From an optimization exercise on the open Yosys and OpenROAD flow, aimed at a short achievable clock period and few clock cycles; shortcuts taken in it are not production practice.
At most, simulation tests tie the RTL to the original design; equivalence was not proved.
Power figures rest on the tool's default switching activity, not on a simulated workload.

== main ==
## Mips
module Mips(
	input clk,
	input rst,
	output[31:0] imem_addr,
	input[31:0] imem_data,
	output[17:0] SRAM_ADDR,
	output[15:0] SRAM_WDATA,
	input[15:0] SRAM_RDATA,
	output SRAM_WE_N
);
Size in the first run: about 4000 flip-flops, ~190000 µm² of cells after synthesis.
clock: 15.0 ns
lec_check: 0
cap_margin: 20
core_margin: 2
core_utilization: 40
slew_margin: 40
standard.sh (not shown) runs the stock make flow with config.mk's settings and CLKGATE_MAP_FILE= SYNTH_SCRIPT=/design/flow/synth_recipe.tcl, a recipe that flattens the netlist after the stock synthesis.
==> flow/flow/run.sh <==
#!/bin/bash
# Standard ORFS layout (the standard.sh), with timing repair aimed well
# below the 15 ns clock: repair_timing keeps working until the setup slack
# reaches SETUP_SLACK_MARGIN (10.6 ns below the 15 ns clock).
export SETUP_SLACK_MARGIN=10.6
bash standard.sh > standard.log 2>&1
main: flow completed, timing, DRC and antenna clean
Input-level comparison between the feature branch and main:
-- flow/design.v --
<<< main, line 21
reg [29:0] btb_tgt [0:15];
reg [2:0]  btb_ctr [0:15];
reg        v2;
reg [31:0] pc2, seq2;
>>> the feature branch, line 21
reg [29:0] btb_tgt [0:15];
reg [2:0]  btb_ctr [0:15];
reg [7:0]  btb_dif [0:15];
reg [15:0] btb_xn;
reg        v2;
reg [31:0] pc2, seq2;
<<< main, line 77
reg [29:0] bu_tgt;
reg [2:0]  bu_ctr;
reg        weW, fillW;
reg [31:0] dataW, dataW2;
>>> the feature branch, line 79
reg [29:0] bu_tgt;
reg [2:0]  bu_ctr;
reg [7:0]  bu_dif;
reg        bu_tk, bu_hit, bu_bne;
reg        weW, fillW;
reg [31:0] dataW, dataW2;
<<< main, line 99
wire        bhit = btb_v[fi] && (btb_tag[fi] == pcf[31:6]);
wire [2:0]  bctr = btb_ctr[fi];
wire        bpt = bhit && bctr[2];
wire [31:0] pcf4 = pcf + 32'd4;
wire [31:0] npc = bpt ? {btb_tgt[fi], 2'b00} : pcf4;
>>> the feature branch, line 103
wire        bhit = btb_v[fi] && (btb_tag[fi] == pcf[31:6]);
wire [2:0]  bctr = btb_ctr[fi];
wire        bpt = bhit && bctr[2] && !btb_xn[fi];
wire [31:0] pcf4 = pcf + 32'd4;
wire [31:0] npc = bpt ? {btb_tgt[fi], 2'b00} : pcf4;
<<< main, line 411
		btb_v[bu_i] <= 1'b1;
end
always @(posedge clk) begin
	if (bu_v && bu_w) begin
>>> the feature branch, line 415
		btb_v[bu_i] <= 1'b1;
end
wire [7:0] bu_dif0 = btb_dif[bu_i];
wire [7:0] bu_next = {bu_dif[6:0], 1'b0} - bu_dif0;    
always @(posedge clk or posedge rst) begin
	if (rst)
		btb_xn <= 16'd0;
	else if (bu_v && bu_w)
		btb_xn[bu_i] <= bu_tk && bu_hit && bu_bne && bu_next == 8'd0 && bu_dif != bu_dif0;
end
always @(posedge clk) begin
	if (bu_v && bu_w) begin
<<< main, line 416
		btb_tgt[bu_i] <= bu_tgt;
		btb_ctr[bu_i] <= bu_ctr;
	end
end
>>> the feature branch, line 428
		btb_tgt[bu_i] <= bu_tgt;
		btb_ctr[bu_i] <= bu_ctr;
		btb_dif[bu_i] <= bu_dif;
	end
end
<<< main, line 429
	bu_tgt <= tgtE[31:2];
	bu_w <= bhE || takenE;
	bu_ctr <= !bhE ? 3'd6 :
	          takenE ? ((bcE == 3'd7) ? 3'd7 : bcE + 3'd1) :
>>> the feature branch, line 442
	bu_tgt <= tgtE[31:2];
	bu_w <= bhE || takenE;
	bu_dif <= Af[7:0] - Bf[7:0];
	bu_tk <= takenE;
	bu_hit <= bhE;
	bu_bne <= bneE;
	bu_ctr <= !bhE ? 3'd6 :
	          takenE ? ((bcE == 3'd7) ? 3'd7 : bcE + 3'd1) :
## What came out
- Worst hold margin | the feature branch above main
- Re setup slack after placement: the feature branch is 390 ps up on main.
- Arrival time of the worst setup path (the feature branch over main): decrease, 140 ps
- Compared with main, the feature branch shows a higher number of placement rows.
- First-pass GRT wire length improves in the feature branch relative to main.
- Ff count | the feature branch vs main | the feature branch higher
No functional check of the RTL was part of any run of this note.

========
Another version of the RTL of Mips (not shown whole).
Size in the first run: roughly 13000 cells after synthesis, roughly 4000 flip-flops, roughly 120 I/O pins, roughly 190000 um^2 of cells after synthesis.
Settings: LEC_CHECK=0, CAP_MARGIN=20, CORE_MARGIN=2, CORE_UTILIZATION=40, SLEW_MARGIN=40; clock period 15.0 ns.
==> flow/flow/run.sh <==
#!/bin/bash
# Standard ORFS layout (the standard.sh), with timing repair aimed well
# below the 15 ns clock: repair_timing keeps working until the setup slack
# reaches SETUP_SLACK_MARGIN (10.8 ns below the 15 ns clock).
export SETUP_SLACK_MARGIN=10.8
bash standard.sh > standard.log 2>&1
Testbench counts at the start, summed over its fixed seeds: cycles 63,511.
==> next run, changes <==
--- a/flow/design.v
+++ b/flow/design.v
@@ -17,12 +17,14 @@
 reg [31:0] pcf;
 reg [31:0] ia_q;          
 reg [15:0] btb_v;
 reg [25:0] btb_tag [0:15];
 reg [29:0] btb_tgt [0:15];
 reg [2:0]  btb_ctr [0:15];
+reg [7:0]  btb_dif [0:15];
+reg [15:0] btb_xn;
 reg        v2;
 reg [31:0] pc2, seq2;
 reg        bh2, pt2;
 reg [2:0]  bc2;
 reg        vS;
 reg [31:0] irS, pcS, seqS;
@@ -73,12 +75,14 @@
 reg [31:0] pfData;
 reg        bu_v, bu_w;
 reg [3:0]  bu_i;
 reg [25:0] bu_tag;
 reg [29:0] bu_tgt;
 reg [2:0]  bu_ctr;
+reg [7:0]  bu_dif;
+reg        bu_tk, bu_hit, bu_bne;
 reg        weW, fillW;
 reg [31:0] dataW, dataW2;
 reg [4:0]  destW;
 reg [15:0] waW;
 reg [NCS-1:0]     cval;
 reg [NCS*CTB-1:0] ctagF;
@@ -95,13 +99,13 @@
 assign SRAM_ADDR = sa;
 assign SRAM_WDATA = sw;
 assign SRAM_WE_N = swe_n;
 wire [3:0]  fi = pcf[5:2];
 wire        bhit = btb_v[fi] && (btb_tag[fi] == pcf[31:6]);
 wire [2:0]  bctr = btb_ctr[fi];
-wire        bpt = bhit && bctr[2];
+wire        bpt = bhit && bctr[2] && !btb_xn[fi];
 wire [31:0] pcf4 = pcf + 32'd4;
 wire [31:0] npc = bpt ? {btb_tgt[fi], 2'b00} : pcf4;
 function [9:0] predec(input [31:0] w);
 	reg [5:0] op;
 	begin
 		op = w[31:26];
@@ -132,13 +136,19 @@
 wire [5:0] opF = imem_data[31:26];
 wire isBezF = (opF == 6'd40);
 wire isBneF = (opF == 6'd41);
 wire stTakenF = imem_data[15] || (isBezF && rsN == 5'd0) || (isBneF && rsN != rtN);
 wire rdF_fire = v2 && !pt2 && ((opF == 6'd42) ||
                 ((isBezF || isBneF) && stTakenF && !bh2 && imem_data[15:0] != 16'd0));
-wire [31:0] tgtF = seq2 + {{14{imem_data[15]}}, imem_data[15:0], 2'b00};
+wire [16:0] tgtF_lo = {1'b0, seq2[17:2]} + {1'b0, imem_data[15:0]};
+wire [13:0] upF = seq2[31:18];
+wire [13:0] upF_p1 = upF + 14'd1;
+wire [13:0] upF_m1 = upF - 14'd1;
+wire [13:0] tgtF_hi = (tgtF_lo[16] && !imem_data[15]) ? upF_p1 :
+                      (!tgtF_lo[16] && imem_data[15]) ? upF_m1 : upF;
+wire [31:0] tgtF = {tgtF_hi, tgtF_lo[15:0], 2'b00};
 wire ptF = pt2 || rdF_fire;
 wire [5:0] opD = irD[31:26];
 wire [4:0] rsD = irD[25:21];
 wire [4:0] rtD = irD[20:16];
 wire [4:0] rdD = irD[15:11];
 wire [31:0] sxD = {{16{irD[15]}}, irD[15:0]};
@@ -401,17 +411,26 @@
 always @(posedge clk or posedge rst) begin
 	if (rst)
 		btb_v <= 16'd0;
 	else if (bu_v && bu_w)
 		btb_v[bu_i] <= 1'b1;
 end
+wire [7:0] bu_dif0 = btb_dif[bu_i];
+wire [7:0] bu_next = {bu_dif[6:0], 1'b0} - bu_dif0;    
+always @(posedge clk or posedge rst) begin
+	if (rst)
+		btb_xn <= 16'd0;
+	else if (bu_v && bu_w)
+		btb_xn[bu_i] <= bu_tk && bu_hit && bu_bne && bu_next == 8'd0 && bu_dif != bu_dif0;
+end
 always @(posedge clk) begin
 	if (bu_v && bu_w) begin
 		btb_tag[bu_i] <= bu_tag;
 		btb_tgt[bu_i] <= bu_tgt;
 		btb_ctr[bu_i] <= bu_ctr;
+		btb_dif[bu_i] <= bu_dif;
 	end
 end
 always @(posedge clk or posedge rst) begin
 	if (rst)
 		bu_v <= 1'b0;
 	else
@@ -419,12 +438,16 @@
 end
 always @(posedge clk) begin
 	bu_i <= pcE[5:2];
 	bu_tag <= pcE[31:6];
 	bu_tgt <= tgtE[31:2];
 	bu_w <= bhE || takenE;
+	bu_dif <= Af[7:0] - Bf[7:0];
+	bu_tk <= takenE;
+	bu_hit <= bhE;
+	bu_bne <= bneE;
 	bu_ctr <= !bhE ? 3'd6 :
 	          takenE ? ((bcE == 3'd7) ? 3'd7 : bcE + 3'd1) :
 	                   ((bcE == 3'd0) ? 3'd0 : bcE - 3'd1);
 end
 always @(posedge clk or posedge rst) begin
 	if (rst)
Now the flow reached the layout checks and failed them: capacitance limit, slew limit; maximum frequency decreases by 1.8%; worst setup slack got worse by 0.087 ns; routed wire length goes up by 1.9%; clock-buffer cell count shrinks by 7; non-clock buffer count goes down by 90; clock power barely changes; utilization decreases by 0.91 points; critical path depth goes down by 2; final area climbs by 2.1%; global-route usage shrinks by 0.48 points; first-iteration DRC count grows by 7.2%; sequential power goes up by about 5%; flip-flop and latch count rose by 155.
The RTL of the second run of this note was laid out without a check of its function.

========
== old ==
Another version of the RTL of Mips (not shown whole).
Size in the first run: roughly 14000 cells after synthesis, roughly 4300 flip-flops.
clock: 15.0 ns
lec_check: 0
cap_margin: 20
core_margin: 2
core_utilization: 40
slew_margin: 40
==> flow/flow/run.sh <==
#!/bin/bash
# Standard ORFS layout (the standard.sh), with timing repair aimed well
# below the 15 ns clock: repair_timing keeps working until the setup slack
# reaches SETUP_SLACK_MARGIN (10.6 ns below the 15 ns clock).
export SETUP_SLACK_MARGIN=10.6
bash standard.sh > standard.log 2>&1
The flow did not stop early for old: all stages ran, and the layout cleared the timing, design-rule and antenna checks.
Modified inputs, new compared to old
-- flow/design.v --
<<< old, line 103
assign SRAM_WE_N = swe_n;
wire [3:0]  fi = pcf[5:2];
reg [15:0] bhitE, bptE;
integer bi;
always @(*) begin
	for (bi = 0; bi < 16; bi = bi + 1) begin
		bhitE[bi] = btb_v[bi] && (btb_tag[bi] == pcf[31:6]);
		bptE[bi] = bhitE[bi] && btb_ctr[bi][2] && !btb_xn[bi];
	end
end
wire        bhit = bhitE[fi];
wire [2:0]  bctr = btb_ctr[fi];
wire        bpt = bptE[fi];
wire [31:0] pcf4 = pcf + 32'd4;
wire [31:0] npc = bpt ? {btb_tgt[fi], 2'b00} : pcf4;
>>> new, line 103
assign SRAM_WE_N = swe_n;
wire [3:0]  fi = pcf[5:2];
wire        bhit = btb_v[fi] && (btb_tag[fi] == pcf[31:6]);
wire [2:0]  bctr = btb_ctr[fi];
wire        bpt = bhit && bctr[2] && !btb_xn[fi];
wire [31:0] pcf4 = pcf + 32'd4;
wire [31:0] npc = bpt ? {btb_tgt[fi], 2'b00} : pcf4;
[summary]
The critical path depth of new falls short of that of old by 15. new: no failed stages, no open violations at the end. Taking old as the reference point, the fraction of power consumed by combinational cells of new falls by 5.5 points. Compared with old, in new non-clock buffer instance count of the final layout moved up, number of global-route vias before repair held steady. In new the largest net degree at the start of global routing turned out 7 lower than in old. Via count across new and old: no real change. Power dissipated by switching net loads ended up about 17% lower on new than on old.
Testbench counts of new, summed over its fixed seeds: cycles 62,410.
Only the layout flow was run in old; the RTL was not checked for function there.

-- separate check: timing with driven ports --
How much do the figures lean on ideal ports? The routed layouts below were timed once more, with nothing changed but the port constraints.
Step 1: set_driving_cell puts a clkbuf_16 on clk and a buf_2 on each other input, an assumption about the parent block.
Step 2 moves the port delays by t, midway between the first and last clock arrival at a register: inputs arrive t later, outputs are due t later. That takes back most of the time a late clock gives input paths.
a / b / c = ideal ports / drivers / drivers and shift; a / b = the first two.
run | t (ns) | slack for setup (ns) | latest minus earliest clock arrival (ns) | worst slew at a driven data input, ns | pins driven straight from the clock port
main | 1.097 | 9.903 / 9.774 / 8.677 | 0.089 / 0.088 | 0.36 | 1
the feature branch | 1.109 | 10.142 / 10.153 / 9.045 | 0.089 / 0.089 | 0.34 | 1
the first run of note 2 | 1.120 | 10.230 / 10.114 / 9.047 | 0.126 / 0.126 | 0.35 | 1
the second run of note 2 | 1.133 | 10.142 / 10.022 / 8.889 | 0.129 / 0.130 | 0.36 | 1
old | 1.131 | 10.077 / 10.076 / 8.945 | 0.107 / 0.108 | 0.35 | 1
new | 1.145 | 10.347 / 10.222 / 9.176 | 0.110 / 0.110 | 0.37 | 1
For the second run of note 2, which loses most, drivers alone change the setup slack by -0.120 ns; drivers and shift together by -1.253 ns.
